This design comes from an exercise in tuning for small area and a short achievable clock period on the open sky130 flow, not from production work.
No run shown here included a check of the RTL's function; only the layout flow was run.
No run shown here takes its clock network from TritonCTS; it comes from the design's own scripts or RTL.
No driver is modelled on the clock port, so clock power and skew are understated where the tree is cut down; a real chip needs a root buffer or a tree.
No activity file was given, so power comes from the tool's default toggle rates.

--- flow/flow/run.sh ---
#!/bin/bash
# The standard layout (standard.sh) with these changes to how it is made:
#  - the port buffers are sky130 buf_1 rather than the resizer's default pick;
#  - before floorplanning every combinational cell is set to drive strength 1
#    (flow/downsize.tcl), so only the resizer's timing repair sizes cells up;
#  - the timing repair aims at a setup slack margin of SETUP_MARGIN ns;
#  - the clock port drives MCTS_K buffers that each drive the flip-flops of
#    one region (flow/cts_hook.tcl), instead of TritonCTS's two-level tree.
# Each tool's output goes to ORFS's own per-step logs under orfs/logs; make's
# output goes to standard.log.
export BUFFER_PORTS_ARGS="-buffer_cell sky130_fd_sc_hd__buf_1"
export SETUP_SLACK_MARGIN=${SETUP_MARGIN:-10.8}
export PRE_FLOORPLAN_TCL=$PWD/flow/downsize.tcl
export MCTS_K=${MCTS_K:-4}
export MCTS_CELL=${MCTS_CELL:-sky130_fd_sc_hd__buf_12}
export PRE_CTS_TCL=$PWD/flow/cts_hook.tcl
bash standard.sh > standard.log 2>&1
--- flow/flow/cts_hook.tcl ---
# Clock distribution with one level of buffers: the clock port drives
# K buffer cells, each driving the flip-flops of one region of the
# core (the flip-flops split into K groups of equal size by position).
proc manual_cts {K {cell sky130_fd_sc_hd__clkbuf_16}} {
  set block [ord::get_db_block]
  set clknet [$block findNet clk]
  set master [[ord::get_db] findMaster $cell]
  set sinks {}
  foreach it [$clknet getITerms] {
    set inst [$it getInst]
    set xy [$inst getLocation]
    lappend sinks [list $it [lindex $xy 0] [lindex $xy 1]]
  }
  # split along the longer side of the sinks' bounding box
  set xs [lsort -integer [lmap s $sinks {lindex $s 1}]]
  set ys [lsort -integer [lmap s $sinks {lindex $s 2}]]
  set idx [expr {([lindex $xs end] - [lindex $xs 0]) >= ([lindex $ys end] - [lindex $ys 0]) ? 1 : 2}]
  set sinks [lsort -integer -index $idx $sinks]
  set n [llength $sinks]
  for {set g 0} {$g < $K} {incr g} {
    set lo [expr {$g * $n / $K}]
    set hi [expr {($g + 1) * $n / $K - 1}]
    set grp [lrange $sinks $lo $hi]
    set inst [odb::dbInst_create $block $master "clkbuf_m_$g"]
    set net [odb::dbNet_create $block "clk_m_$g"]
    $net setSigType CLOCK
    [$inst findITerm A] connect $clknet
    [$inst findITerm X] connect $net
    set sx 0; set sy 0
    foreach s $grp {
      set it [lindex $s 0]
      $it disconnect
      $it connect $net
      incr sx [lindex $s 1]; incr sy [lindex $s 2]
    }
    set m [llength $grp]
    $inst setLocation [expr {$sx / $m}] [expr {$sy / $m}]
    $inst setPlacementStatus PLACED
  }
}

# Used as the PRE_CTS hook of the standard flow: build the one-level clock
# distribution here, then let cts.tcl go on (detailed placement, timing
# repair) with TritonCTS's own tree building turned into a no-op.
manual_cts $::env(MCTS_K) $::env(MCTS_CELL)
set_propagated_clock [all_clocks]
rename clock_tree_synthesis tritoncts_clock_tree_synthesis
proc clock_tree_synthesis {args} {
  puts "cts_hook.tcl: clock_tree_synthesis skipped (one-level clock buffers built in the PRE_CTS hook)"
}
--- flow/flow/downsize.tcl ---
# Start placement from the smallest drive of every combinational cell that
# synthesis sized up; the timing repair later in the flow sizes up again only
# the cells on paths that need it. Flip-flops are left as synthesis made them.
set db [ord::get_db]
set n 0
foreach inst [[ord::get_db_block] getInsts] {
  set m [[$inst getMaster] getName]
  if {[regexp {^(sky130_fd_sc_hd__([a-z0-9]+))_([0-9]+)$} $m -> base kind sz] && $sz > 1
      && ![string match df* $kind] && ![string match sdf* $kind] && ![string match dl* $kind]} {
    set nm [$db findMaster ${base}_1]
    if {$nm ne "NULL"} {
      $inst swapMaster $nm
      incr n
    }
  }
}
puts "downsize.tcl: $n cells set to drive strength 1"
--- flow/standard.sh ---
#!/bin/bash
# synth_recipe.tcl (not shown) runs the flow's synth.tcl, then flattens the netlist and writes it again
# the make line also repeats each setting of config.mk as NAME=value (left out here)
make -C /OpenROAD-flow-scripts/flow DESIGN_CONFIG=/design/flow/config.mk WORK_HOME=/design/flow/orfs CLKGATE_MAP_FILE= SYNTH_SCRIPT=/design/flow/synth_recipe.tcl "${@:-finish}"
--- flow/config.mk ---
export PLATFORM = sky130hd
export DESIGN_NAME = alu_top
export DESIGN_NICKNAME = alu_top
export VERILOG_FILES = /design/flow/design.v
export SDC_FILE = /design/flow/constraint.sdc
export NUM_CORES = 4
export LEC_CHECK = 0
export CAP_MARGIN = 20
export CORE_MARGIN = 2
export CORE_UTILIZATION = 40
export SLEW_MARGIN = 20
export SYNTH_HIERARCHICAL = 1
--- flow/constraint.sdc ---
create_clock -name core_clock -period 14.5 [get_ports {clk}]
set_input_delay 2.9000 -clock core_clock [delete_from_list [all_inputs] [get_ports {clk}]]
set_output_delay 2.9000 -clock core_clock [all_outputs]
set_load 0.01 [all_outputs]
--- flow/design.v ---
module alu_top(clk, a, b, op, out, carry_out, over_flow, zero);
input clk;
input [31:0] a, b;
input [2:0] op;
output reg [31:0] out;
output reg carry_out, over_flow, zero;
reg [31:0] a_r, b_r;
reg [2:0] op_r;
wire [31:0] alu_out;
wire alu_carry_out, alu_over_flow, alu_zero;
ALU alu_core(a_r, b_r, op_r, alu_out, alu_carry_out, alu_over_flow, alu_zero);
always @(posedge clk) begin
	a_r <= a;
	b_r <= b;
	op_r <= op;
	out <= alu_out;
	carry_out <= alu_carry_out;
	over_flow <= alu_over_flow;
	zero <= alu_zero;
end
endmodule

module lf_andn(a, b, y);
input a, b;
output y;
assign y = ~a & b;
endmodule
module lf_aoi21(a, b, c, y);
input a, b, c;
output y;
assign y = ~((a & b) | c);
endmodule
module lf_inv(a, y);
input a;
output y;
assign y = ~a;
endmodule
module lf_mux2(s, a, b, y);
input s, a, b;
output y;
assign y = s ? b : a;
endmodule
module lf_mux2i(s, a, b, y);
input s, a, b;
output y;
assign y = ~(s ? b : a);
endmodule
module lf_nand2(a, b, y);
input a, b;
output y;
assign y = ~(a & b);
endmodule
module lf_nand4(a, b, c, d, y);
input a, b, c, d;
output y;
assign y = ~(a & b & c & d);
endmodule
module lf_nor2(a, b, y);
input a, b;
output y;
assign y = ~(a | b);
endmodule
module lf_nor4(a, b, c, d, y);
input a, b, c, d;
output y;
assign y = ~(a | b | c | d);
endmodule
module lf_oai21(a, b, c, y);
input a, b, c;
output y;
assign y = ~((a | b) & c);
endmodule
module lf_oai22(a, b, c, d, y);
input a, b, c, d;
output y;
assign y = ~((a | b) & (c | d));
endmodule
module lf_xnor2(a, b, y);
input a, b;
output y;
assign y = ~(a ^ b);
endmodule
module lf_xor2(a, b, y);
input a, b;
output y;
assign y = a ^ b;
endmodule
module ALU(a, b, addr, out, carry_out, over_flow, zero);
input [31:0] a, b;
input [2:0] addr;
output [31:0] out;
output carry_out, over_flow, zero;
wire op3 = (addr == 3'd3);
wire bi  = (addr == 3'd1) | op3;             
wire inv = (addr == 3'd5) | (addr == 3'd6);  
wire ci  = bi | inv;                         
wire cin_n = ~ci;
wire epn = (addr == 3'd3) | (addr == 3'd4) | (addr == 3'd5);  
wire egn = ~addr[2];                                           
wire ec  = (addr == 3'd0) | (addr == 3'd1);
wire ecn = ~ec;
wire q_1;
wire q_2;
wire q_3;
wire q_4;
wire q_5;
wire q_6;
wire q_7;
wire q_8;
wire q_9;
wire q_10;
wire q_11;
wire q_12;
wire q_13;
wire q_14;
wire q_15;
wire q_16;
wire q_17;
wire q_18;
wire q_19;
wire q_20;
wire q_21;
wire q_22;
wire q_23;
wire q_24;
wire q_25;
wire q_26;
wire q_27;
wire q_28;
wire q_29;
wire q_30;
wire q_31;
wire q_32;
wire bi_33;
wire bi_34;
wire bi_35;
wire bi_36;
wire pn_37;
wire pn_38;
wire pn_39;
wire pn_40;
wire pn_41;
wire pn_42;
wire pn_43;
wire pn_44;
wire pn_45;
wire pn_46;
wire pn_47;
wire pn_48;
wire pn_49;
wire pn_50;
wire pn_51;
wire pn_52;
wire pn_53;
wire pn_54;
wire pn_55;
wire pn_56;
wire pn_57;
wire pn_58;
wire pn_59;
wire pn_60;
wire pn_61;
wire pn_62;
wire pn_63;
wire pn_64;
wire pn_65;
wire pn_66;
wire pn_67;
wire pn_68;
wire gn_69;
wire gn_70;
wire gn_71;
wire gn_72;
wire gn_73;
wire gn_74;
wire gn_75;
wire gn_76;
wire gn_77;
wire gn_78;
wire gn_79;
wire gn_80;
wire gn_81;
wire gn_82;
wire gn_83;
wire gn_84;
wire gn_85;
wire gn_86;
wire gn_87;
wire gn_88;
wire gn_89;
wire gn_90;
wire gn_91;
wire gn_92;
wire gn_93;
wire gn_94;
wire gn_95;
wire gn_96;
wire gn_97;
wire gn_98;
wire gn_99;
wire gn_100;
wire G_101;
wire G_102;
wire G_103;
wire P_104;
wire G_105;
wire P_106;
wire G_107;
wire P_108;
wire G_109;
wire P_110;
wire G_111;
wire P_112;
wire G_113;
wire P_114;
wire G_115;
wire P_116;
wire G_117;
wire P_118;
wire G_119;
wire P_120;
wire G_121;
wire P_122;
wire G_123;
wire P_124;
wire G_125;
wire P_126;
wire G_127;
wire P_128;
wire G_129;
wire P_130;
wire G_131;
wire P_132;
wire G_133;
wire G_134;
wire P_135;
wire G_136;
wire P_137;
wire G_138;
wire P_139;
wire G_140;
wire P_141;
wire G_142;
wire P_143;
wire G_144;
wire P_145;
wire G_146;
wire P_147;
wire G_148;
wire G_149;
wire P_150;
wire G_151;
wire P_152;
wire G_153;
wire P_154;
wire G_155;
wire G_156;
wire P_157;
wire G_158;
wire i_159;
wire G_160;
wire i_161;
wire G_162;
wire G_163;
wire G_164;
wire i_165;
wire G_166;
wire G_167;
wire G_168;
wire G_169;
wire G_170;
wire i_171;
wire G_172;
wire G_173;
wire i_174;
wire G_175;
wire G_176;
wire G_177;
wire G_178;
wire G_179;
wire i_180;
wire G_181;
wire G_182;
wire G_183;
wire G_184;
wire i_185;
wire G_186;
wire G_187;
wire G_188;
wire G_189;
wire i_190;
wire G_191;
wire G_192;
wire L_193;
wire L_194;
wire kn_195;
wire M_196;
wire L_197;
wire k_198;
wire M_199;
wire L_200;
wire M_201;
wire L_202;
wire M_203;
wire L_204;
wire M_205;
wire L_206;
wire M_207;
wire L_208;
wire M_209;
wire L_210;
wire M_211;
wire L_212;
wire M_213;
wire L_214;
wire M_215;
wire L_216;
wire M_217;
wire L_218;
wire M_219;
wire L_220;
wire M_221;
wire L_222;
wire M_223;
wire L_224;
wire M_225;
wire L_226;
wire kn_227;
wire M_228;
wire L_229;
wire k_230;
wire M_231;
wire L_232;
wire M_233;
wire L_234;
wire M_235;
wire L_236;
wire M_237;
wire L_238;
wire M_239;
wire L_240;
wire M_241;
wire L_242;
wire M_243;
wire L_244;
wire M_245;
wire L_246;
wire M_247;
wire L_248;
wire M_249;
wire L_250;
wire M_251;
wire L_252;
wire M_253;
wire L_254;
wire M_255;
wire L_256;
wire M_257;
wire L_258;
wire M_259;
wire z_260;
wire z_261;
wire z_262;
wire z_263;
wire z_264;
wire z_265;
wire z_266;
wire z_267;
wire z_268;
wire z_269;
wire z_270;
wire z_271;
wire z_272;
wire z_273;
wire z_274;
wire z_275;
wire z_276;
wire z_277;
wire z_278;
wire z_279;
wire mb0;
wire c31 = G_192;
wire c32 = G_158;
wire p31 = ~pn_68;
wire k1 = (op3 & ~p31) | inv;
wire k0 = (op3 & p31) | inv;
wire m1 = (ec & ci) | k1;
wire m0 = (ec & ci) | k0;
assign carry_out = c32 ^ inv;
assign over_flow = c31 ^ c32;
  lf_xnor2 u0 (.a(a[0]), .b(b[0]), .y(q_1));
  lf_xnor2 u1 (.a(a[1]), .b(b[1]), .y(q_2));
  lf_xnor2 u2 (.a(a[2]), .b(b[2]), .y(q_3));
  lf_xnor2 u3 (.a(a[3]), .b(b[3]), .y(q_4));
  lf_xnor2 u4 (.a(a[4]), .b(b[4]), .y(q_5));
  lf_xnor2 u5 (.a(a[5]), .b(b[5]), .y(q_6));
  lf_xnor2 u6 (.a(a[6]), .b(b[6]), .y(q_7));
  lf_xnor2 u7 (.a(a[7]), .b(b[7]), .y(q_8));
  lf_xnor2 u8 (.a(a[8]), .b(b[8]), .y(q_9));
  lf_xnor2 u9 (.a(a[9]), .b(b[9]), .y(q_10));
  lf_xnor2 u10 (.a(a[10]), .b(b[10]), .y(q_11));
  lf_xnor2 u11 (.a(a[11]), .b(b[11]), .y(q_12));
  lf_xnor2 u12 (.a(a[12]), .b(b[12]), .y(q_13));
  lf_xnor2 u13 (.a(a[13]), .b(b[13]), .y(q_14));
  lf_xnor2 u14 (.a(a[14]), .b(b[14]), .y(q_15));
  lf_xnor2 u15 (.a(a[15]), .b(b[15]), .y(q_16));
  lf_xnor2 u16 (.a(a[16]), .b(b[16]), .y(q_17));
  lf_xnor2 u17 (.a(a[17]), .b(b[17]), .y(q_18));
  lf_xnor2 u18 (.a(a[18]), .b(b[18]), .y(q_19));
  lf_xnor2 u19 (.a(a[19]), .b(b[19]), .y(q_20));
  lf_xnor2 u20 (.a(a[20]), .b(b[20]), .y(q_21));
  lf_xnor2 u21 (.a(a[21]), .b(b[21]), .y(q_22));
  lf_xnor2 u22 (.a(a[22]), .b(b[22]), .y(q_23));
  lf_xnor2 u23 (.a(a[23]), .b(b[23]), .y(q_24));
  lf_xnor2 u24 (.a(a[24]), .b(b[24]), .y(q_25));
  lf_xnor2 u25 (.a(a[25]), .b(b[25]), .y(q_26));
  lf_xnor2 u26 (.a(a[26]), .b(b[26]), .y(q_27));
  lf_xnor2 u27 (.a(a[27]), .b(b[27]), .y(q_28));
  lf_xnor2 u28 (.a(a[28]), .b(b[28]), .y(q_29));
  lf_xnor2 u29 (.a(a[29]), .b(b[29]), .y(q_30));
  lf_xnor2 u30 (.a(a[30]), .b(b[30]), .y(q_31));
  lf_xnor2 u31 (.a(a[31]), .b(b[31]), .y(q_32));
  lf_andn u32 (.a(addr[2]), .b(addr[0]), .y(bi_33));
  lf_andn u33 (.a(addr[2]), .b(addr[0]), .y(bi_34));
  lf_andn u34 (.a(addr[2]), .b(addr[0]), .y(bi_35));
  lf_andn u35 (.a(addr[2]), .b(addr[0]), .y(bi_36));
  lf_xor2 u36 (.a(q_1), .b(bi_33), .y(pn_37));
  lf_xor2 u37 (.a(q_2), .b(bi_33), .y(pn_38));
  lf_xor2 u38 (.a(q_3), .b(bi_33), .y(pn_39));
  lf_xor2 u39 (.a(q_4), .b(bi_33), .y(pn_40));
  lf_xor2 u40 (.a(q_5), .b(bi_33), .y(pn_41));
  lf_xor2 u41 (.a(q_6), .b(bi_33), .y(pn_42));
  lf_xor2 u42 (.a(q_7), .b(bi_33), .y(pn_43));
  lf_xor2 u43 (.a(q_8), .b(bi_33), .y(pn_44));
  lf_xor2 u44 (.a(q_9), .b(bi_34), .y(pn_45));
  lf_xor2 u45 (.a(q_10), .b(bi_34), .y(pn_46));
  lf_xor2 u46 (.a(q_11), .b(bi_34), .y(pn_47));
  lf_xor2 u47 (.a(q_12), .b(bi_34), .y(pn_48));
  lf_xor2 u48 (.a(q_13), .b(bi_34), .y(pn_49));
  lf_xor2 u49 (.a(q_14), .b(bi_34), .y(pn_50));
  lf_xor2 u50 (.a(q_15), .b(bi_34), .y(pn_51));
  lf_xor2 u51 (.a(q_16), .b(bi_34), .y(pn_52));
  lf_xor2 u52 (.a(q_17), .b(bi_35), .y(pn_53));
  lf_xor2 u53 (.a(q_18), .b(bi_35), .y(pn_54));
  lf_xor2 u54 (.a(q_19), .b(bi_35), .y(pn_55));
  lf_xor2 u55 (.a(q_20), .b(bi_35), .y(pn_56));
  lf_xor2 u56 (.a(q_21), .b(bi_35), .y(pn_57));
  lf_xor2 u57 (.a(q_22), .b(bi_35), .y(pn_58));
  lf_xor2 u58 (.a(q_23), .b(bi_35), .y(pn_59));
  lf_xor2 u59 (.a(q_24), .b(bi_35), .y(pn_60));
  lf_xor2 u60 (.a(q_25), .b(bi_36), .y(pn_61));
  lf_xor2 u61 (.a(q_26), .b(bi_36), .y(pn_62));
  lf_xor2 u62 (.a(q_27), .b(bi_36), .y(pn_63));
  lf_xor2 u63 (.a(q_28), .b(bi_36), .y(pn_64));
  lf_xor2 u64 (.a(q_29), .b(bi_36), .y(pn_65));
  lf_xor2 u65 (.a(q_30), .b(bi_36), .y(pn_66));
  lf_xor2 u66 (.a(q_31), .b(bi_36), .y(pn_67));
  lf_xor2 u67 (.a(q_32), .b(bi_36), .y(pn_68));
  lf_nand2 u68 (.a(a[0]), .b(pn_37), .y(gn_69));
  lf_nand2 u69 (.a(a[1]), .b(pn_38), .y(gn_70));
  lf_nand2 u70 (.a(a[2]), .b(pn_39), .y(gn_71));
  lf_nand2 u71 (.a(a[3]), .b(pn_40), .y(gn_72));
  lf_nand2 u72 (.a(a[4]), .b(pn_41), .y(gn_73));
  lf_nand2 u73 (.a(a[5]), .b(pn_42), .y(gn_74));
  lf_nand2 u74 (.a(a[6]), .b(pn_43), .y(gn_75));
  lf_nand2 u75 (.a(a[7]), .b(pn_44), .y(gn_76));
  lf_nand2 u76 (.a(a[8]), .b(pn_45), .y(gn_77));
  lf_nand2 u77 (.a(a[9]), .b(pn_46), .y(gn_78));
  lf_nand2 u78 (.a(a[10]), .b(pn_47), .y(gn_79));
  lf_nand2 u79 (.a(a[11]), .b(pn_48), .y(gn_80));
  lf_nand2 u80 (.a(a[12]), .b(pn_49), .y(gn_81));
  lf_nand2 u81 (.a(a[13]), .b(pn_50), .y(gn_82));
  lf_nand2 u82 (.a(a[14]), .b(pn_51), .y(gn_83));
  lf_nand2 u83 (.a(a[15]), .b(pn_52), .y(gn_84));
  lf_nand2 u84 (.a(a[16]), .b(pn_53), .y(gn_85));
  lf_nand2 u85 (.a(a[17]), .b(pn_54), .y(gn_86));
  lf_nand2 u86 (.a(a[18]), .b(pn_55), .y(gn_87));
  lf_nand2 u87 (.a(a[19]), .b(pn_56), .y(gn_88));
  lf_nand2 u88 (.a(a[20]), .b(pn_57), .y(gn_89));
  lf_nand2 u89 (.a(a[21]), .b(pn_58), .y(gn_90));
  lf_nand2 u90 (.a(a[22]), .b(pn_59), .y(gn_91));
  lf_nand2 u91 (.a(a[23]), .b(pn_60), .y(gn_92));
  lf_nand2 u92 (.a(a[24]), .b(pn_61), .y(gn_93));
  lf_nand2 u93 (.a(a[25]), .b(pn_62), .y(gn_94));
  lf_nand2 u94 (.a(a[26]), .b(pn_63), .y(gn_95));
  lf_nand2 u95 (.a(a[27]), .b(pn_64), .y(gn_96));
  lf_nand2 u96 (.a(a[28]), .b(pn_65), .y(gn_97));
  lf_nand2 u97 (.a(a[29]), .b(pn_66), .y(gn_98));
  lf_nand2 u98 (.a(a[30]), .b(pn_67), .y(gn_99));
  lf_nand2 u99 (.a(a[31]), .b(pn_68), .y(gn_100));
  lf_mux2i u100 (.s(pn_37), .a(ci), .b(a[0]), .y(G_101));
  lf_oai21 u101 (.a(pn_38), .b(G_101), .c(gn_70), .y(G_102));
  lf_oai21 u102 (.a(pn_40), .b(gn_71), .c(gn_72), .y(G_103));
  lf_nor2 u103 (.a(pn_40), .b(pn_39), .y(P_104));
  lf_oai21 u104 (.a(pn_42), .b(gn_73), .c(gn_74), .y(G_105));
  lf_nor2 u105 (.a(pn_42), .b(pn_41), .y(P_106));
  lf_oai21 u106 (.a(pn_44), .b(gn_75), .c(gn_76), .y(G_107));
  lf_nor2 u107 (.a(pn_44), .b(pn_43), .y(P_108));
  lf_oai21 u108 (.a(pn_46), .b(gn_77), .c(gn_78), .y(G_109));
  lf_nor2 u109 (.a(pn_46), .b(pn_45), .y(P_110));
  lf_oai21 u110 (.a(pn_48), .b(gn_79), .c(gn_80), .y(G_111));
  lf_nor2 u111 (.a(pn_48), .b(pn_47), .y(P_112));
  lf_oai21 u112 (.a(pn_50), .b(gn_81), .c(gn_82), .y(G_113));
  lf_nor2 u113 (.a(pn_50), .b(pn_49), .y(P_114));
  lf_oai21 u114 (.a(pn_52), .b(gn_83), .c(gn_84), .y(G_115));
  lf_nor2 u115 (.a(pn_52), .b(pn_51), .y(P_116));
  lf_oai21 u116 (.a(pn_54), .b(gn_85), .c(gn_86), .y(G_117));
  lf_nor2 u117 (.a(pn_54), .b(pn_53), .y(P_118));
  lf_oai21 u118 (.a(pn_56), .b(gn_87), .c(gn_88), .y(G_119));
  lf_nor2 u119 (.a(pn_56), .b(pn_55), .y(P_120));
  lf_oai21 u120 (.a(pn_58), .b(gn_89), .c(gn_90), .y(G_121));
  lf_nor2 u121 (.a(pn_58), .b(pn_57), .y(P_122));
  lf_oai21 u122 (.a(pn_60), .b(gn_91), .c(gn_92), .y(G_123));
  lf_nor2 u123 (.a(pn_60), .b(pn_59), .y(P_124));
  lf_oai21 u124 (.a(pn_62), .b(gn_93), .c(gn_94), .y(G_125));
  lf_nor2 u125 (.a(pn_62), .b(pn_61), .y(P_126));
  lf_oai21 u126 (.a(pn_64), .b(gn_95), .c(gn_96), .y(G_127));
  lf_nor2 u127 (.a(pn_64), .b(pn_63), .y(P_128));
  lf_oai21 u128 (.a(pn_66), .b(gn_97), .c(gn_98), .y(G_129));
  lf_nor2 u129 (.a(pn_66), .b(pn_65), .y(P_130));
  lf_oai21 u130 (.a(pn_68), .b(gn_99), .c(gn_100), .y(G_131));
  lf_nor2 u131 (.a(pn_68), .b(pn_67), .y(P_132));
  lf_aoi21 u132 (.a(P_104), .b(G_102), .c(G_103), .y(G_133));
  lf_aoi21 u133 (.a(P_108), .b(G_105), .c(G_107), .y(G_134));
  lf_nand2 u134 (.a(P_108), .b(P_106), .y(P_135));
  lf_aoi21 u135 (.a(P_112), .b(G_109), .c(G_111), .y(G_136));
  lf_nand2 u136 (.a(P_112), .b(P_110), .y(P_137));
  lf_aoi21 u137 (.a(P_116), .b(G_113), .c(G_115), .y(G_138));
  lf_nand2 u138 (.a(P_116), .b(P_114), .y(P_139));
  lf_aoi21 u139 (.a(P_120), .b(G_117), .c(G_119), .y(G_140));
  lf_nand2 u140 (.a(P_120), .b(P_118), .y(P_141));
  lf_aoi21 u141 (.a(P_124), .b(G_121), .c(G_123), .y(G_142));
  lf_nand2 u142 (.a(P_124), .b(P_122), .y(P_143));
  lf_aoi21 u143 (.a(P_128), .b(G_125), .c(G_127), .y(G_144));
  lf_nand2 u144 (.a(P_128), .b(P_126), .y(P_145));
  lf_aoi21 u145 (.a(P_132), .b(G_129), .c(G_131), .y(G_146));
  lf_nand2 u146 (.a(P_132), .b(P_130), .y(P_147));
  lf_oai21 u147 (.a(P_135), .b(G_133), .c(G_134), .y(G_148));
  lf_oai21 u148 (.a(P_139), .b(G_136), .c(G_138), .y(G_149));
  lf_nor2 u149 (.a(P_139), .b(P_137), .y(P_150));
  lf_oai21 u150 (.a(P_143), .b(G_140), .c(G_142), .y(G_151));
  lf_nor2 u151 (.a(P_143), .b(P_141), .y(P_152));
  lf_oai21 u152 (.a(P_147), .b(G_144), .c(G_146), .y(G_153));
  lf_nor2 u153 (.a(P_147), .b(P_145), .y(P_154));
  lf_aoi21 u154 (.a(P_150), .b(G_148), .c(G_149), .y(G_155));
  lf_aoi21 u155 (.a(P_154), .b(G_151), .c(G_153), .y(G_156));
  lf_nand2 u156 (.a(P_154), .b(P_152), .y(P_157));
  lf_oai21 u157 (.a(P_157), .b(G_155), .c(G_156), .y(G_158));
  lf_inv u158 (.a(G_155), .y(i_159));
  lf_aoi21 u159 (.a(P_152), .b(i_159), .c(G_151), .y(G_160));
  lf_inv u160 (.a(G_148), .y(i_161));
  lf_oai21 u161 (.a(P_137), .b(i_161), .c(G_136), .y(G_162));
  lf_oai21 u162 (.a(P_141), .b(G_155), .c(G_140), .y(G_163));
  lf_oai21 u163 (.a(P_145), .b(G_160), .c(G_144), .y(G_164));
  lf_inv u164 (.a(G_133), .y(i_165));
  lf_aoi21 u165 (.a(P_106), .b(i_165), .c(G_105), .y(G_166));
  lf_aoi21 u166 (.a(P_110), .b(G_148), .c(G_109), .y(G_167));
  lf_aoi21 u167 (.a(P_114), .b(G_162), .c(G_113), .y(G_168));
  lf_aoi21 u168 (.a(P_118), .b(i_159), .c(G_117), .y(G_169));
  lf_aoi21 u169 (.a(P_122), .b(G_163), .c(G_121), .y(G_170));
  lf_inv u170 (.a(G_160), .y(i_171));
  lf_aoi21 u171 (.a(P_126), .b(i_171), .c(G_125), .y(G_172));
  lf_aoi21 u172 (.a(P_130), .b(G_164), .c(G_129), .y(G_173));
  lf_inv u173 (.a(G_102), .y(i_174));
  lf_oai21 u174 (.a(pn_39), .b(i_174), .c(gn_71), .y(G_175));
  lf_oai21 u175 (.a(pn_41), .b(G_133), .c(gn_73), .y(G_176));
  lf_oai21 u176 (.a(pn_43), .b(G_166), .c(gn_75), .y(G_177));
  lf_oai21 u177 (.a(pn_45), .b(i_161), .c(gn_77), .y(G_178));
  lf_oai21 u178 (.a(pn_47), .b(G_167), .c(gn_79), .y(G_179));
  lf_inv u179 (.a(G_162), .y(i_180));
  lf_oai21 u180 (.a(pn_49), .b(i_180), .c(gn_81), .y(G_181));
  lf_oai21 u181 (.a(pn_51), .b(G_168), .c(gn_83), .y(G_182));
  lf_oai21 u182 (.a(pn_53), .b(G_155), .c(gn_85), .y(G_183));
  lf_oai21 u183 (.a(pn_55), .b(G_169), .c(gn_87), .y(G_184));
  lf_inv u184 (.a(G_163), .y(i_185));
  lf_oai21 u185 (.a(pn_57), .b(i_185), .c(gn_89), .y(G_186));
  lf_oai21 u186 (.a(pn_59), .b(G_170), .c(gn_91), .y(G_187));
  lf_oai21 u187 (.a(pn_61), .b(G_160), .c(gn_93), .y(G_188));
  lf_oai21 u188 (.a(pn_63), .b(G_172), .c(gn_95), .y(G_189));
  lf_inv u189 (.a(G_164), .y(i_190));
  lf_oai21 u190 (.a(pn_65), .b(i_190), .c(gn_97), .y(G_191));
  lf_oai21 u191 (.a(pn_67), .b(G_173), .c(gn_99), .y(G_192));
  lf_oai22 u192 (.a(pn_37), .b(epn), .c(gn_69), .d(egn), .y(L_193));
  lf_xor2 u193 (.a(L_193), .b(mb0), .y(out[0]));
  lf_oai22 u194 (.a(pn_38), .b(epn), .c(gn_70), .d(egn), .y(L_194));
  lf_mux2i u195 (.s(G_158), .a(k0), .b(k1), .y(kn_195));
  lf_oai21 u196 (.a(G_101), .b(ecn), .c(kn_195), .y(M_196));
  lf_xor2 u197 (.a(L_194), .b(M_196), .y(out[1]));
  lf_oai22 u198 (.a(pn_39), .b(epn), .c(gn_71), .d(egn), .y(L_197));
  lf_mux2 u199 (.s(G_158), .a(k0), .b(k1), .y(k_198));
  lf_aoi21 u200 (.a(G_102), .b(ec), .c(k_198), .y(M_199));
  lf_xnor2 u201 (.a(L_197), .b(M_199), .y(out[2]));
  lf_oai22 u202 (.a(pn_40), .b(epn), .c(gn_72), .d(egn), .y(L_200));
  lf_aoi21 u203 (.a(G_175), .b(ec), .c(k_198), .y(M_201));
  lf_xnor2 u204 (.a(L_200), .b(M_201), .y(out[3]));
  lf_oai22 u205 (.a(pn_41), .b(epn), .c(gn_73), .d(egn), .y(L_202));
  lf_oai21 u206 (.a(G_133), .b(ecn), .c(kn_195), .y(M_203));
  lf_xor2 u207 (.a(L_202), .b(M_203), .y(out[4]));
  lf_oai22 u208 (.a(pn_42), .b(epn), .c(gn_74), .d(egn), .y(L_204));
  lf_aoi21 u209 (.a(G_176), .b(ec), .c(k_198), .y(M_205));
  lf_xnor2 u210 (.a(L_204), .b(M_205), .y(out[5]));
  lf_oai22 u211 (.a(pn_43), .b(epn), .c(gn_75), .d(egn), .y(L_206));
  lf_oai21 u212 (.a(G_166), .b(ecn), .c(kn_195), .y(M_207));
  lf_xor2 u213 (.a(L_206), .b(M_207), .y(out[6]));
  lf_oai22 u214 (.a(pn_44), .b(epn), .c(gn_76), .d(egn), .y(L_208));
  lf_aoi21 u215 (.a(G_177), .b(ec), .c(k_198), .y(M_209));
  lf_xnor2 u216 (.a(L_208), .b(M_209), .y(out[7]));
  lf_oai22 u217 (.a(pn_45), .b(epn), .c(gn_77), .d(egn), .y(L_210));
  lf_aoi21 u218 (.a(G_148), .b(ec), .c(k_198), .y(M_211));
  lf_xnor2 u219 (.a(L_210), .b(M_211), .y(out[8]));
  lf_oai22 u220 (.a(pn_46), .b(epn), .c(gn_78), .d(egn), .y(L_212));
  lf_aoi21 u221 (.a(G_178), .b(ec), .c(k_198), .y(M_213));
  lf_xnor2 u222 (.a(L_212), .b(M_213), .y(out[9]));
  lf_oai22 u223 (.a(pn_47), .b(epn), .c(gn_79), .d(egn), .y(L_214));
  lf_oai21 u224 (.a(G_167), .b(ecn), .c(kn_195), .y(M_215));
  lf_xor2 u225 (.a(L_214), .b(M_215), .y(out[10]));
  lf_oai22 u226 (.a(pn_48), .b(epn), .c(gn_80), .d(egn), .y(L_216));
  lf_aoi21 u227 (.a(G_179), .b(ec), .c(k_198), .y(M_217));
  lf_xnor2 u228 (.a(L_216), .b(M_217), .y(out[11]));
  lf_oai22 u229 (.a(pn_49), .b(epn), .c(gn_81), .d(egn), .y(L_218));
  lf_aoi21 u230 (.a(G_162), .b(ec), .c(k_198), .y(M_219));
  lf_xnor2 u231 (.a(L_218), .b(M_219), .y(out[12]));
  lf_oai22 u232 (.a(pn_50), .b(epn), .c(gn_82), .d(egn), .y(L_220));
  lf_aoi21 u233 (.a(G_181), .b(ec), .c(k_198), .y(M_221));
  lf_xnor2 u234 (.a(L_220), .b(M_221), .y(out[13]));
  lf_oai22 u235 (.a(pn_51), .b(epn), .c(gn_83), .d(egn), .y(L_222));
  lf_oai21 u236 (.a(G_168), .b(ecn), .c(kn_195), .y(M_223));
  lf_xor2 u237 (.a(L_222), .b(M_223), .y(out[14]));
  lf_oai22 u238 (.a(pn_52), .b(epn), .c(gn_84), .d(egn), .y(L_224));
  lf_aoi21 u239 (.a(G_182), .b(ec), .c(k_198), .y(M_225));
  lf_xnor2 u240 (.a(L_224), .b(M_225), .y(out[15]));
  lf_oai22 u241 (.a(pn_53), .b(epn), .c(gn_85), .d(egn), .y(L_226));
  lf_mux2i u242 (.s(G_158), .a(k0), .b(k1), .y(kn_227));
  lf_oai21 u243 (.a(G_155), .b(ecn), .c(kn_227), .y(M_228));
  lf_xor2 u244 (.a(L_226), .b(M_228), .y(out[16]));
  lf_oai22 u245 (.a(pn_54), .b(epn), .c(gn_86), .d(egn), .y(L_229));
  lf_mux2 u246 (.s(G_158), .a(k0), .b(k1), .y(k_230));
  lf_aoi21 u247 (.a(G_183), .b(ec), .c(k_230), .y(M_231));
  lf_xnor2 u248 (.a(L_229), .b(M_231), .y(out[17]));
  lf_oai22 u249 (.a(pn_55), .b(epn), .c(gn_87), .d(egn), .y(L_232));
  lf_oai21 u250 (.a(G_169), .b(ecn), .c(kn_227), .y(M_233));
  lf_xor2 u251 (.a(L_232), .b(M_233), .y(out[18]));
  lf_oai22 u252 (.a(pn_56), .b(epn), .c(gn_88), .d(egn), .y(L_234));
  lf_aoi21 u253 (.a(G_184), .b(ec), .c(k_230), .y(M_235));
  lf_xnor2 u254 (.a(L_234), .b(M_235), .y(out[19]));
  lf_oai22 u255 (.a(pn_57), .b(epn), .c(gn_89), .d(egn), .y(L_236));
  lf_aoi21 u256 (.a(G_163), .b(ec), .c(k_230), .y(M_237));
  lf_xnor2 u257 (.a(L_236), .b(M_237), .y(out[20]));
  lf_oai22 u258 (.a(pn_58), .b(epn), .c(gn_90), .d(egn), .y(L_238));
  lf_aoi21 u259 (.a(G_186), .b(ec), .c(k_230), .y(M_239));
  lf_xnor2 u260 (.a(L_238), .b(M_239), .y(out[21]));
  lf_oai22 u261 (.a(pn_59), .b(epn), .c(gn_91), .d(egn), .y(L_240));
  lf_oai21 u262 (.a(G_170), .b(ecn), .c(kn_227), .y(M_241));
  lf_xor2 u263 (.a(L_240), .b(M_241), .y(out[22]));
  lf_oai22 u264 (.a(pn_60), .b(epn), .c(gn_92), .d(egn), .y(L_242));
  lf_aoi21 u265 (.a(G_187), .b(ec), .c(k_230), .y(M_243));
  lf_xnor2 u266 (.a(L_242), .b(M_243), .y(out[23]));
  lf_oai22 u267 (.a(pn_61), .b(epn), .c(gn_93), .d(egn), .y(L_244));
  lf_oai21 u268 (.a(G_160), .b(ecn), .c(kn_227), .y(M_245));
  lf_xor2 u269 (.a(L_244), .b(M_245), .y(out[24]));
  lf_oai22 u270 (.a(pn_62), .b(epn), .c(gn_94), .d(egn), .y(L_246));
  lf_aoi21 u271 (.a(G_188), .b(ec), .c(k_230), .y(M_247));
  lf_xnor2 u272 (.a(L_246), .b(M_247), .y(out[25]));
  lf_oai22 u273 (.a(pn_63), .b(epn), .c(gn_95), .d(egn), .y(L_248));
  lf_oai21 u274 (.a(G_172), .b(ecn), .c(kn_227), .y(M_249));
  lf_xor2 u275 (.a(L_248), .b(M_249), .y(out[26]));
  lf_oai22 u276 (.a(pn_64), .b(epn), .c(gn_96), .d(egn), .y(L_250));
  lf_aoi21 u277 (.a(G_189), .b(ec), .c(k_230), .y(M_251));
  lf_xnor2 u278 (.a(L_250), .b(M_251), .y(out[27]));
  lf_oai22 u279 (.a(pn_65), .b(epn), .c(gn_97), .d(egn), .y(L_252));
  lf_aoi21 u280 (.a(G_164), .b(ec), .c(k_230), .y(M_253));
  lf_xnor2 u281 (.a(L_252), .b(M_253), .y(out[28]));
  lf_oai22 u282 (.a(pn_66), .b(epn), .c(gn_98), .d(egn), .y(L_254));
  lf_aoi21 u283 (.a(G_191), .b(ec), .c(k_230), .y(M_255));
  lf_xnor2 u284 (.a(L_254), .b(M_255), .y(out[29]));
  lf_oai22 u285 (.a(pn_67), .b(epn), .c(gn_99), .d(egn), .y(L_256));
  lf_oai21 u286 (.a(G_173), .b(ecn), .c(kn_227), .y(M_257));
  lf_xor2 u287 (.a(L_256), .b(M_257), .y(out[30]));
  lf_oai22 u288 (.a(pn_68), .b(epn), .c(gn_100), .d(egn), .y(L_258));
  lf_aoi21 u289 (.a(G_192), .b(ec), .c(k_230), .y(M_259));
  lf_xnor2 u290 (.a(L_258), .b(M_259), .y(out[31]));
  lf_nor2 u291 (.a(out[0]), .b(out[1]), .y(z_260));
  lf_nor2 u292 (.a(out[2]), .b(out[3]), .y(z_261));
  lf_nor2 u293 (.a(out[4]), .b(out[5]), .y(z_262));
  lf_nor2 u294 (.a(out[6]), .b(out[7]), .y(z_263));
  lf_nor2 u295 (.a(out[8]), .b(out[9]), .y(z_264));
  lf_nor2 u296 (.a(out[10]), .b(out[11]), .y(z_265));
  lf_nor2 u297 (.a(out[12]), .b(out[13]), .y(z_266));
  lf_nor2 u298 (.a(out[14]), .b(out[15]), .y(z_267));
  lf_nor2 u299 (.a(out[16]), .b(out[17]), .y(z_268));
  lf_nor2 u300 (.a(out[18]), .b(out[19]), .y(z_269));
  lf_nor2 u301 (.a(out[20]), .b(out[21]), .y(z_270));
  lf_nor2 u302 (.a(out[22]), .b(out[23]), .y(z_271));
  lf_nor2 u303 (.a(out[24]), .b(out[25]), .y(z_272));
  lf_nor2 u304 (.a(out[26]), .b(out[27]), .y(z_273));
  lf_nor2 u305 (.a(out[28]), .b(out[29]), .y(z_274));
  lf_nor2 u306 (.a(out[30]), .b(out[31]), .y(z_275));
  lf_nand4 u307 (.a(z_260), .b(z_261), .c(z_262), .d(z_263), .y(z_276));
  lf_nand4 u308 (.a(z_264), .b(z_265), .c(z_266), .d(z_267), .y(z_277));
  lf_nand4 u309 (.a(z_268), .b(z_269), .c(z_270), .d(z_271), .y(z_278));
  lf_nand4 u310 (.a(z_272), .b(z_273), .c(z_274), .d(z_275), .y(z_279));
  lf_nor4 u311 (.a(z_276), .b(z_277), .c(z_278), .d(z_279), .y(zero));
lf_mux2 um (.s(c32), .a(m0), .b(m1), .y(mb0));   
endmodule
==> flow_results.org, run 1 <==
** Critical path
- In this run the critical register-to-register path is captured at zero$_DFF_P_.
- STA classifies the critical path endpoint as an output port.
- Top fanout value on the critical path :: 1
- Worst Path Required :: roughly 12000 ps
- The worst setup path is launched from a flip-flop.
- Crit-path slowest cell :: sky130_fd_sc_hd__dfxtp_1
- In this run the critical register-to-register path is launched from op_r[0]$_DFF_P_.
- The critical path starts at zero$_DFF_P_.
- In this design, the stage delay of the slowest critical-path cell is approximately 370 ps.
- Cells traversed along the worst timing path :: buf_1
- Category of the critical setup timing path :: reg2out
- Buffering stage count on the worst path with inverters included :: 1
- Stages on the worst setup path :: 1
- The kind of cell with the highest combined delay along the critical path is flip-flops.
- Worst setup slack for register-to-register paths :: ~11000 ps
- Capture point of the critical path :: zero
- At the worst endpoint, the arrival time is 670 ps.
- Measured in cells, the most critical reg-to-reg path has a length of 16.

** STA
- Setup repair after global routing left no endpoint under its margin.
- Counting I/O delays and the setup requirement, the final critical path takes 3570 ps.
- The max-slew violation count is 0.
- Worst slew pin tran :: 751 ps
- Setup violations remaining at the end of the flow were counted as 0.
- After layout, the worst path uses 24.6% of the clock period.
- Measured against its own limit, the worst slew margin works out to about half.
- Final-report hold violation count :: 0
- Largest clock skew in the final design :: about 8.1 ps
- Setup tns final :: 0 ps
- The tightest hold path in the finished design has a slack of 651 ps.
- Top achievable clock speed :: 280 MHz

** Die
- Measured along the x axis, the die boundary spans 105 um.
- For this configuration, the core starts out at a cell density of just over 40%.
- I/O Pins :: approximately 100
- Die Footprint :: between 0.01 and 0.015 mm^2
- Std cell rows :: 36
- Vertical die dimension :: approximately 100 um
- Total core area :: around 0.01 mm^2

** Layout
- The library cell used most frequently in the layout, excluding fill and tap cells, is sky130_fd_sc_hd__buf_1.
- Fraction of final layout cells sized beyond drive strength 1 :: 9.19%
- The library cells used most frequently in the layout, excluding fill and tap cells, are 102 x sky130_fd_sc_hd__buf_1, 100 x sky130_fd_sc_hd__dfxtp_1, 54 x sky130_fd_sc_hd__xnor2_1.
- Number of diodes added for antenna fixing :: 0
- Final instance count without filler cells :: between 600 and 700
- Total number of nets in the final design :: 625
- After routing the design area is ~0.005 mm^2.

** Synth
- For this run, the number of Yosys warnings is 7.
- Cell count after synthesis :: 435
- Synthesized netlist net count :: a little over 500

** Drt
- Summing over every cut layer, the via total after detailed routing is ~3300.
- After detailed routing, the average wire length per cell comes to between 10 and 15 um.
- After the first detailed-routing iteration, the DRC count stood at 88.
- The first TritonRoute pass finished after 4 iterations.
- Final Routed Wirelength :: slightly above 9000 um
- Using the TritonRoute via totals, the vias-per-cell ratio works out to between 4 and 5.
- Number of nets with antenna violations after routing :: 0
- After detailed routing, the number of remaining DRC violations is 0.

** Placement
- Total instance count after detailed placement :: roughly 670
- The placed instances occupy a cell area of about 0.0046 mm^2.
- The wire-length estimate of the detail-placed layout is about 6700 um.
- Routability cong. :: just over 0.8
- Quantity of I/O buffers inserted on ports :: roughly 100

** Clock network
- The clock reaches the later pin of the worst-skew pair after ~140 ps.
- Number of buffers added to fix hold violations after cts :: 0
- Clock-pin slew was measured on the worst setup and hold paths at 100 ps.

** Power and ir drop
- The internal power of the cells totals between 400 and 500 uW.
- Summed over all nets, the switching power comes to 232 uW.
- Of the total power, combinational logic draws 34.4%.
- VDD sags by at most 0.0554 mV.
- Sequential cells burn between 40% and 50% of the power.
- Static Leakage :: approximately 1.9 nW
- Areal power density over the cells :: 139 mW/mm^2
- Net switching is approximately 33% of the power.
- In this run, the clock network consumes between 10% and 20% of the power.

** Run
- Across the run, the number of max-cap violations was 0.

** Global routing
- Entering global routing, the biggest net connects 33 pins.
- Vias in the first global route :: 3224
- The number of antenna violations at the first check in global routing came to 0.
- First-pass GRT wire length :: between 10000 and 15000 um
- Global routing consumed, over all layers together, between 10% and 20% of the routing resources.
- Leftover overflow at the end of global routing :: 0

** Worst hold path
- The path class of the tightest hold or removal check is reg2reg.

** Outcome
- Result of the run :: complete, no violations
-- stage by stage --
step | power (mW) | util (%) | worst slack (ps)
after floorplan | 0.503 | - | 10910
after global placement | 0.569 | 47.2 | 9810
after detailed placement | 0.571 | 47.2 | 9680
after CTS | 0.696 | 49.5 | 10800
after global routing | 0.746 | 51.5 | 10810
final | 0.701 | 51.5 | 10930
-- power by group through the flow --
| stage | sequential, mW | combinational [mW] | clock [mW] |
|---|---|---|---|
| after floorplan | 0.370 | 0.133 | 0 |
| after global placement | 0.353 | 0.216 | 0 |
| after global routing | 0.351 | 0.267 | 0.129 |
| after CTS | 0.347 | 0.231 | 0.118 |
| after detailed placement | 0.354 | 0.218 | 0 |
| final | 0.346 | 0.241 | 0.114 |
-- timing repair --
| action | CTS | global route |
|---|---|---|
| setup endpoints to repair | 34 | 1 |
| setup buffers | 6 | 7 |
| hold endpoints to repair | 0 | 0 |
| pin swaps | 3 | 4 |
| gates resized for setup | 20 | 24 |
-- per-layer routing --
layer	global-route usage (%)	up-vias	wire length, um
li1	-	1722	-
met1	22.2	1493	4210
met2	27.7	88	4350
met3	1.06	9	405
met4	2.00	0	114
met5	0	-	0
-- flip-flops by register name (all words and copies together), names as in the netlist --
signal / flops
a_r: 32
b_r: 32
out: 32
op_r: 3
carry_out: 1
over_flow: 1
zero: 1
-- final cells by class --
type,instances,area (um^2)
plain buffers,4,80.1
fillers,994,4770
inverters,10,37.5
multi-input cells,322,2200
flip-flops and latches,102,2050
well taps,133,166
repair buffers,117,524
-- worst min path at each step --
stage | start | end | slack [ps] | cells after the start
global placement | a_r[15]$_DFF_P_ | out[15]$_DFF_P_ | 650 | 3
floorplan | op_r[2]$_DFF_P_ | carry_out$_DFF_P_ | 600 | 2
detailed placement | a_r[21]$_DFF_P_ | out[21]$_DFF_P_ | 650 | 3
CTS | op_r[2]$_DFF_P_ | carry_out$_DFF_P_ | 670 | 2
finish | op_r[2]$_DFF_P_ | carry_out$_DFF_P_ | 650 | 2
global route | op_r[2]$_DFF_P_ | carry_out$_DFF_P_ | 690 | 2
==> inputs of run 2 (changes only) <==
--- a/flow/design.v
+++ b/flow/design.v
@@ -21,8 +21,8 @@
 endmodule
 
-module lf_andn(a, b, y);
+module lf_and2(a, b, y);
 input a, b;
 output y;
-assign y = ~a & b;
+assign y = a & b;
 endmodule
 module lf_aoi21(a, b, c, y);
@@ -56,13 +56,13 @@
 assign y = ~(a & b & c & d);
 endmodule
-module lf_nor2(a, b, y);
+module lf_nandn(a, b, y);
 input a, b;
 output y;
-assign y = ~(a | b);
+assign y = ~(~a & b);
 endmodule
-module lf_nor4(a, b, c, d, y);
-input a, b, c, d;
+module lf_nor2(a, b, y);
+input a, b;
 output y;
-assign y = ~(a | b | c | d);
+assign y = ~(a | b);
 endmodule
 module lf_oai21(a, b, c, y);
@@ -132,8 +132,8 @@
 wire q_31;
 wire q_32;
-wire bi_33;
-wire bi_34;
-wire bi_35;
-wire bi_36;
+wire bin_33;
+wire bin_34;
+wire bin_35;
+wire bin_36;
 wire pn_37;
 wire pn_38;
@@ -379,4 +379,6 @@
 wire z_278;
 wire z_279;
+wire z_280;
+wire z_281;
 wire mb0;
 wire c31 = G_192;
@@ -421,40 +423,40 @@
   lf_xnor2 u30 (.a(a[30]), .b(b[30]), .y(q_31));
   lf_xnor2 u31 (.a(a[31]), .b(b[31]), .y(q_32));
-  lf_andn u32 (.a(addr[2]), .b(addr[0]), .y(bi_33));
-  lf_andn u33 (.a(addr[2]), .b(addr[0]), .y(bi_34));
-  lf_andn u34 (.a(addr[2]), .b(addr[0]), .y(bi_35));
-  lf_andn u35 (.a(addr[2]), .b(addr[0]), .y(bi_36));
-  lf_xor2 u36 (.a(q_1), .b(bi_33), .y(pn_37));
-  lf_xor2 u37 (.a(q_2), .b(bi_33), .y(pn_38));
-  lf_xor2 u38 (.a(q_3), .b(bi_33), .y(pn_39));
-  lf_xor2 u39 (.a(q_4), .b(bi_33), .y(pn_40));
-  lf_xor2 u40 (.a(q_5), .b(bi_33), .y(pn_41));
-  lf_xor2 u41 (.a(q_6), .b(bi_33), .y(pn_42));
-  lf_xor2 u42 (.a(q_7), .b(bi_33), .y(pn_43));
-  lf_xor2 u43 (.a(q_8), .b(bi_33), .y(pn_44));
-  lf_xor2 u44 (.a(q_9), .b(bi_34), .y(pn_45));
-  lf_xor2 u45 (.a(q_10), .b(bi_34), .y(pn_46));
-  lf_xor2 u46 (.a(q_11), .b(bi_34), .y(pn_47));
-  lf_xor2 u47 (.a(q_12), .b(bi_34), .y(pn_48));
-  lf_xor2 u48 (.a(q_13), .b(bi_34), .y(pn_49));
-  lf_xor2 u49 (.a(q_14), .b(bi_34), .y(pn_50));
-  lf_xor2 u50 (.a(q_15), .b(bi_34), .y(pn_51));
-  lf_xor2 u51 (.a(q_16), .b(bi_34), .y(pn_52));
-  lf_xor2 u52 (.a(q_17), .b(bi_35), .y(pn_53));
-  lf_xor2 u53 (.a(q_18), .b(bi_35), .y(pn_54));
-  lf_xor2 u54 (.a(q_19), .b(bi_35), .y(pn_55));
-  lf_xor2 u55 (.a(q_20), .b(bi_35), .y(pn_56));
-  lf_xor2 u56 (.a(q_21), .b(bi_35), .y(pn_57));
-  lf_xor2 u57 (.a(q_22), .b(bi_35), .y(pn_58));
-  lf_xor2 u58 (.a(q_23), .b(bi_35), .y(pn_59));
-  lf_xor2 u59 (.a(q_24), .b(bi_35), .y(pn_60));
-  lf_xor2 u60 (.a(q_25), .b(bi_36), .y(pn_61));
-  lf_xor2 u61 (.a(q_26), .b(bi_36), .y(pn_62));
-  lf_xor2 u62 (.a(q_27), .b(bi_36), .y(pn_63));
-  lf_xor2 u63 (.a(q_28), .b(bi_36), .y(pn_64));
-  lf_xor2 u64 (.a(q_29), .b(bi_36), .y(pn_65));
-  lf_xor2 u65 (.a(q_30), .b(bi_36), .y(pn_66));
-  lf_xor2 u66 (.a(q_31), .b(bi_36), .y(pn_67));
-  lf_xor2 u67 (.a(q_32), .b(bi_36), .y(pn_68));
+  lf_nandn u32 (.a(addr[2]), .b(addr[0]), .y(bin_33));
+  lf_nandn u33 (.a(addr[2]), .b(addr[0]), .y(bin_34));
+  lf_nandn u34 (.a(addr[2]), .b(addr[0]), .y(bin_35));
+  lf_nandn u35 (.a(addr[2]), .b(addr[0]), .y(bin_36));
+  lf_xnor2 u36 (.a(q_1), .b(bin_33), .y(pn_37));
+  lf_xnor2 u37 (.a(q_2), .b(bin_33), .y(pn_38));
+  lf_xnor2 u38 (.a(q_3), .b(bin_33), .y(pn_39));
+  lf_xnor2 u39 (.a(q_4), .b(bin_33), .y(pn_40));
+  lf_xnor2 u40 (.a(q_5), .b(bin_33), .y(pn_41));
+  lf_xnor2 u41 (.a(q_6), .b(bin_33), .y(pn_42));
+  lf_xnor2 u42 (.a(q_7), .b(bin_33), .y(pn_43));
+  lf_xnor2 u43 (.a(q_8), .b(bin_33), .y(pn_44));
+  lf_xnor2 u44 (.a(q_9), .b(bin_34), .y(pn_45));
+  lf_xnor2 u45 (.a(q_10), .b(bin_34), .y(pn_46));
+  lf_xnor2 u46 (.a(q_11), .b(bin_34), .y(pn_47));
+  lf_xnor2 u47 (.a(q_12), .b(bin_34), .y(pn_48));
+  lf_xnor2 u48 (.a(q_13), .b(bin_34), .y(pn_49));
+  lf_xnor2 u49 (.a(q_14), .b(bin_34), .y(pn_50));
+  lf_xnor2 u50 (.a(q_15), .b(bin_34), .y(pn_51));
+  lf_xnor2 u51 (.a(q_16), .b(bin_34), .y(pn_52));
+  lf_xnor2 u52 (.a(q_17), .b(bin_35), .y(pn_53));
+  lf_xnor2 u53 (.a(q_18), .b(bin_35), .y(pn_54));
+  lf_xnor2 u54 (.a(q_19), .b(bin_35), .y(pn_55));
+  lf_xnor2 u55 (.a(q_20), .b(bin_35), .y(pn_56));
+  lf_xnor2 u56 (.a(q_21), .b(bin_35), .y(pn_57));
+  lf_xnor2 u57 (.a(q_22), .b(bin_35), .y(pn_58));
+  lf_xnor2 u58 (.a(q_23), .b(bin_35), .y(pn_59));
+  lf_xnor2 u59 (.a(q_24), .b(bin_35), .y(pn_60));
+  lf_xnor2 u60 (.a(q_25), .b(bin_36), .y(pn_61));
+  lf_xnor2 u61 (.a(q_26), .b(bin_36), .y(pn_62));
+  lf_xnor2 u62 (.a(q_27), .b(bin_36), .y(pn_63));
+  lf_xnor2 u63 (.a(q_28), .b(bin_36), .y(pn_64));
+  lf_xnor2 u64 (.a(q_29), .b(bin_36), .y(pn_65));
+  lf_xnor2 u65 (.a(q_30), .b(bin_36), .y(pn_66));
+  lf_xnor2 u66 (.a(q_31), .b(bin_36), .y(pn_67));
+  lf_xnor2 u67 (.a(q_32), .b(bin_36), .y(pn_68));
   lf_nand2 u68 (.a(a[0]), .b(pn_37), .y(gn_69));
   lf_nand2 u69 (.a(a[1]), .b(pn_38), .y(gn_70));
@@ -700,5 +702,7 @@
   lf_nand4 u309 (.a(z_268), .b(z_269), .c(z_270), .d(z_271), .y(z_278));
   lf_nand4 u310 (.a(z_272), .b(z_273), .c(z_274), .d(z_275), .y(z_279));
-  lf_nor4 u311 (.a(z_276), .b(z_277), .c(z_278), .d(z_279), .y(zero));
+  lf_nor2 u311 (.a(z_276), .b(z_277), .y(z_280));
+  lf_nor2 u312 (.a(z_278), .b(z_279), .y(z_281));
+  lf_and2 u313 (.a(z_280), .b(z_281), .y(zero));
 lf_mux2 um (.s(c32), .a(m0), .b(m1), .y(mb0));   
 endmodule
--- a/flow/flow/run.sh
+++ b/flow/flow/run.sh
@@ -10,5 +10,5 @@
 # output goes to standard.log.
 export BUFFER_PORTS_ARGS="-buffer_cell sky130_fd_sc_hd__buf_1"
-export SETUP_SLACK_MARGIN=${SETUP_MARGIN:-10.8}
+export SETUP_SLACK_MARGIN=${SETUP_MARGIN:-10.7}
 export PRE_FLOORPLAN_TCL=$PWD/flow/downsize.tcl
 export MCTS_K=${MCTS_K:-4}
==> run 2 against run 1 <==
  * Combinational power decreased by 3%
  * Synthesized cell count increased by 0.46%
  * Via count decreased by 0.91%
  * Sequential share of layout area increased by 1.2 points
  * Final cell count decreased by 1.5%
  * Die area increased by 0.17%
  * Fmax increased by 0.82%
  * Sequential power about the same
  * Worst hold slack got worse by 41 ps
  * Utilization decreased by 1.5 points
  * First-iteration DRC count increased by 50%
  * Power decreased by 0.96%
==> flow_results.org, run 2 <==
** Drt
- The routed wire length is 9080 um (about the same).
- The met1 wire length is 4320 um (+2.5%).
- The number of vias in the routed layout was 3282 (-0.91%).
- Met3 WL post-DR :: 401 um (-0.99%)
- The first-pass iteration count of the detailed router came to 4 (unchanged).
- The amount of wire on met2 after detailed routing came to 4260 um (-2.0%).
- The average wire length per cell after detail routing came to 13.4 um (+1.4%).
- The highest metal layer carrying signal wires in the routed design is met4.
- The residual DRC count was 0 (unchanged).
- The detail-routed via count per cell came to 4.84 (+0.56%).
- Number of nets with antenna violations after routing :: 0 (unchanged)
- Initial detailed-routing violation count :: 132 (+50%)

** Critical path
- The buffer and inverter count on the worst path is 1 (unchanged).
- Top fanout value on the critical path :: 1 (unchanged)
- Max stage delay on crit path :: 350 ps (-20 ps)
- The required time of the critical path came to 11600 ps (about the same).
- The worst setup path is captured at an output port.
- Launching point of the worst reg2reg path :: op_r[2]$_DFF_P_
- Worst R2R End :: zero$_DFF_P_
- Critical path launch point :: out[14]$_DFF_P_
- The worst setup path is launched from a flip-flop.
- Category of cells accounting for the largest share of critical-path delay :: flip-flops
- Endpoint arrival time on the critical path :: 640 ps (-30 ps)
- Category of the critical setup timing path :: reg2out
- Worst setup slack for register-to-register paths :: 10970 ps (-70 ps)
- The depth of the worst register-to-register path was 15 (-1).
- Cells traversed along the worst timing path :: buf_1
- Among all stages on the critical path, the largest delay is contributed by sky130_fd_sc_hd__dfxtp_1.

** STA
- Worst slew pin tran :: 756 ps (+4.77 ps)
- The minimum hold slack was 609 ps (-41.4 ps).
- Top achievable clock speed :: 283 MHz (+0.82%)
- Count of pins over their slew limit :: 0 (unchanged)
- Final-report hold violation count :: 0 (unchanged)
- Setup repair after global routing missed its margin :: false
- Setup tns final :: 0 ps (unchanged)
- Time the worst path needs with I/O delays and setup :: 3540 ps (-29.1 ps)
- The least setup slack across all paths after layout is 10960 ps (+29.1 ps).
- The share of the clock period used by the worst path came to 24.4% (-0.20 points).
- Max-Slew Margin vs Limit :: 49.5% (-0.32 points)
- The final setup skew was 9.64 ps (+1.56 ps).
- The setup violation total in the final timing report was 0 (unchanged).

** Layout
- The proportion of layout cells with a drive suffix above 1 was 6.06% (-3.1 points).
- The largest registers in the layout are a_r (32), b_r (32), out (32).
- Leaving out fill and tap cells, the most frequent cells in the layout are 102 x sky130_fd_sc_hd__buf_1, 100 x sky130_fd_sc_hd__dfxtp_1, 75 x sky130_fd_sc_hd__xnor2_1.
- The count of nets after finishing came to 615 (-1.6%).
- The count of antenna diodes in the layout was 0 (unchanged).
- Leading cell type in the layout, fill and taps excluded :: sky130_fd_sc_hd__buf_1
- The final cell count without fillers is 678 (-1.5%).

** Power and ir drop
- The power per cell area came to 142 mW/mm^2 (+2.0%).
- Worst vdd rail ir drop :: 0.0567 mV (+2.2%)
- The power share of the clock group came to 16.5% (+0.3 points).
- The net switching share of the total power is 33.0% (-0.035 points).
- The reported net switching power is 229 uW (-1.1%).
- The internal power summed over all cells came to 465 uW (-0.91%).
- Combinational share of power :: 33.5% (-0.9 points)
- The static leakage was 1.82 nW (-6.1%).
- Portion of total power attributed to sequential cells :: 50.0% (+0.6 points)

** Placement
- The setup slack at placement came to 9930 ps (+253 ps).
- Total instance count after detailed placement :: 672 (+0.15%)
- The global placement routability congestion is 0.860 (+4.9%).
- The number of buffers inserted by port buffering is 102 (unchanged).
- DPL Wire Length :: 6810 um (+1.5%)

** Die
- The die footprint came to 0.0110 mm^2 (+0.17%).
- Std cell rows :: 36 (unchanged)
- The horizontal extent of the die is 105 um (about the same).
- Total core area :: 0.00982 mm^2 (unchanged)
- I/O Pins :: 103 (unchanged)
- Vertical die dimension :: 105 um (about the same)
- Initial core utilization :: 41.5% (+0.076 points)

** Worst hold path
- For hold timing, the worst endpoint is carry_out$_DFF_P_.
- Origin of the worst min-delay path :: op_r[2]$_DFF_P_
- The tightest min-delay check is of the reg2reg type.
- Number of cells on the worst hold path :: 2 (unchanged)

** Outcome
- The run finished with no timing, DRC or antenna violations.

** Synth
- Cell count after synthesis :: 437 (+0.46%)
- The synthesis warning total was 7 (unchanged).
- The net count after synthesis came to 505 (+0.40%).

** Global routing
- The wire length of the first global-routing pass was 14400 um (-3.7%).
- The number of antenna violations at the first check in global routing is 0 (unchanged).
- Vias in the first global route :: 3079 (-4.5%)
- The sum of overflow across all layers after global routing is 0 (unchanged).
- Pin count of the biggest net entering global routing :: 34 (+3.0%)
- The total routing resource utilization after global routing was 15.4% (-0.52 points).

** Run
- The count of max-cap constraint violations came to 0 (unchanged).

** Clock network
- Latest clock arrival within the worst-skew pair :: 140 ps (about the same)
- The number of buffers inserted for hold repair after clock tree synthesis came to 0 (unchanged).
- Clock-pin slew of the registers on the worst-case setup and hold paths :: 100 ps (about the same)
run 2: cell count changes in the layout (fill, tap and decap cells not counted), moves of 3 or more:
cell | before | now
sky130_fd_sc_hd__buf_4 | 12 | 2
sky130_fd_sc_hd__nor2b_4 | 4 | 0
sky130_fd_sc_hd__o21ai_1 | 45 | 48
sky130_fd_sc_hd__xnor2_1 | 54 | 75
sky130_fd_sc_hd__xnor2_2 | 0 | 11
sky130_fd_sc_hd__xor2_1 | 37 | 14
sky130_fd_sc_hd__xor2_2 | 8 | 0
run 2: metal layers:
layer | global-route usage, % | vias to the layer above
met3 | 0.811 | 6
met5 | 0 | -
met4 | 1.43 | 0
li1 | - | 1715
met1 | 21.7 | 1480
met2 | 26.9 | 81
run 2: final cells by class:
cell class                 instances  area (um^2)
fill                            1005         4910
multi-input combinational        324         2150
sequential                       102         2050
timing repair buffer             105          425
tap                              133          166
buffer                             4         80.1
inverter                          10         37.5
run 2: how the worst max path moves through the flow:
stage | endpoint | cells past startpoint | slack (ps)
2_1_floorplan | zero$_DFF_P_ | 15 | 10950
3_3_place_gp | zero$_DFF_P_ | 15 | 10180
3_5_place_dp | zero$_DFF_P_ | 15 | 9930
4_1_cts | zero$_DFF_P_ | 18 | 10720
5_1_grt | zero$_DFF_P_ | 15 | 10680
6_report | out[14] | 1 | 10960
run 2: repair_timing:
item,CTS,global route
resized for setup,10,21
setup buffers,1,0
setup endpoints to repair,34,2
pin swaps,1,3
hold endpoints to repair,0,0
run 2: per-stage QoR:
| stage | total power [mW] | area, um^2 | util (%) |
|---|---|---|---|
| 5_1_grt | 0.736 | 4910 | 50.0 |
| 3_5_place_dp | 0.575 | 4640 | 47.2 |
| 6_report | 0.694 | 4910 | 50.0 |
| 3_3_place_gp | 0.574 | 4640 | 47.2 |
| 4_1_cts | 0.691 | 4760 | 48.5 |
| 2_1_floorplan | 0.506 | 4080 | - |
run 2: power groups by stage:
stage               clock, mW  sequential, mW  combinational (mW)
CTS                     0.117           0.349               0.226
floorplan                   0           0.370               0.137
finish                  0.115           0.347               0.233
global route            0.128           0.352               0.257
global placement            0           0.355               0.219
detailed placement          0           0.355               0.220

==> separate check: timing with driven ports <==
Ports are ideal in the flow. The routed layouts listed here were re-timed in OpenROAD.
Step 1, drivers: a clkbuf_16 drives clk and a buf_2 each remaining input, both assumed.
Step 2 adds t to the input delays and takes it off the output delays; t is the mean of the earliest and latest rising clock arrival at the registers after step 1. Input paths then give back, and output paths get back, about the clock's delay inside the block.
Three values: ideal ports, drivers, drivers and shift; two values: the first two.
run	t (ns)	slack for setup (ns)	worst hold slack (ns)	clock arrival spread, ns	pins driven straight from the clock port
run 1	0.205	10.932 / 10.858 / 11.042	0.651 / 0.651 / 0.651	0.008 / 0.008	4
run 2	0.210	10.961 / 10.882 / 10.969	0.609 / 0.609 / 0.609	0.011 / 0.011	4
After both steps setup and hold are still met in every run listed.
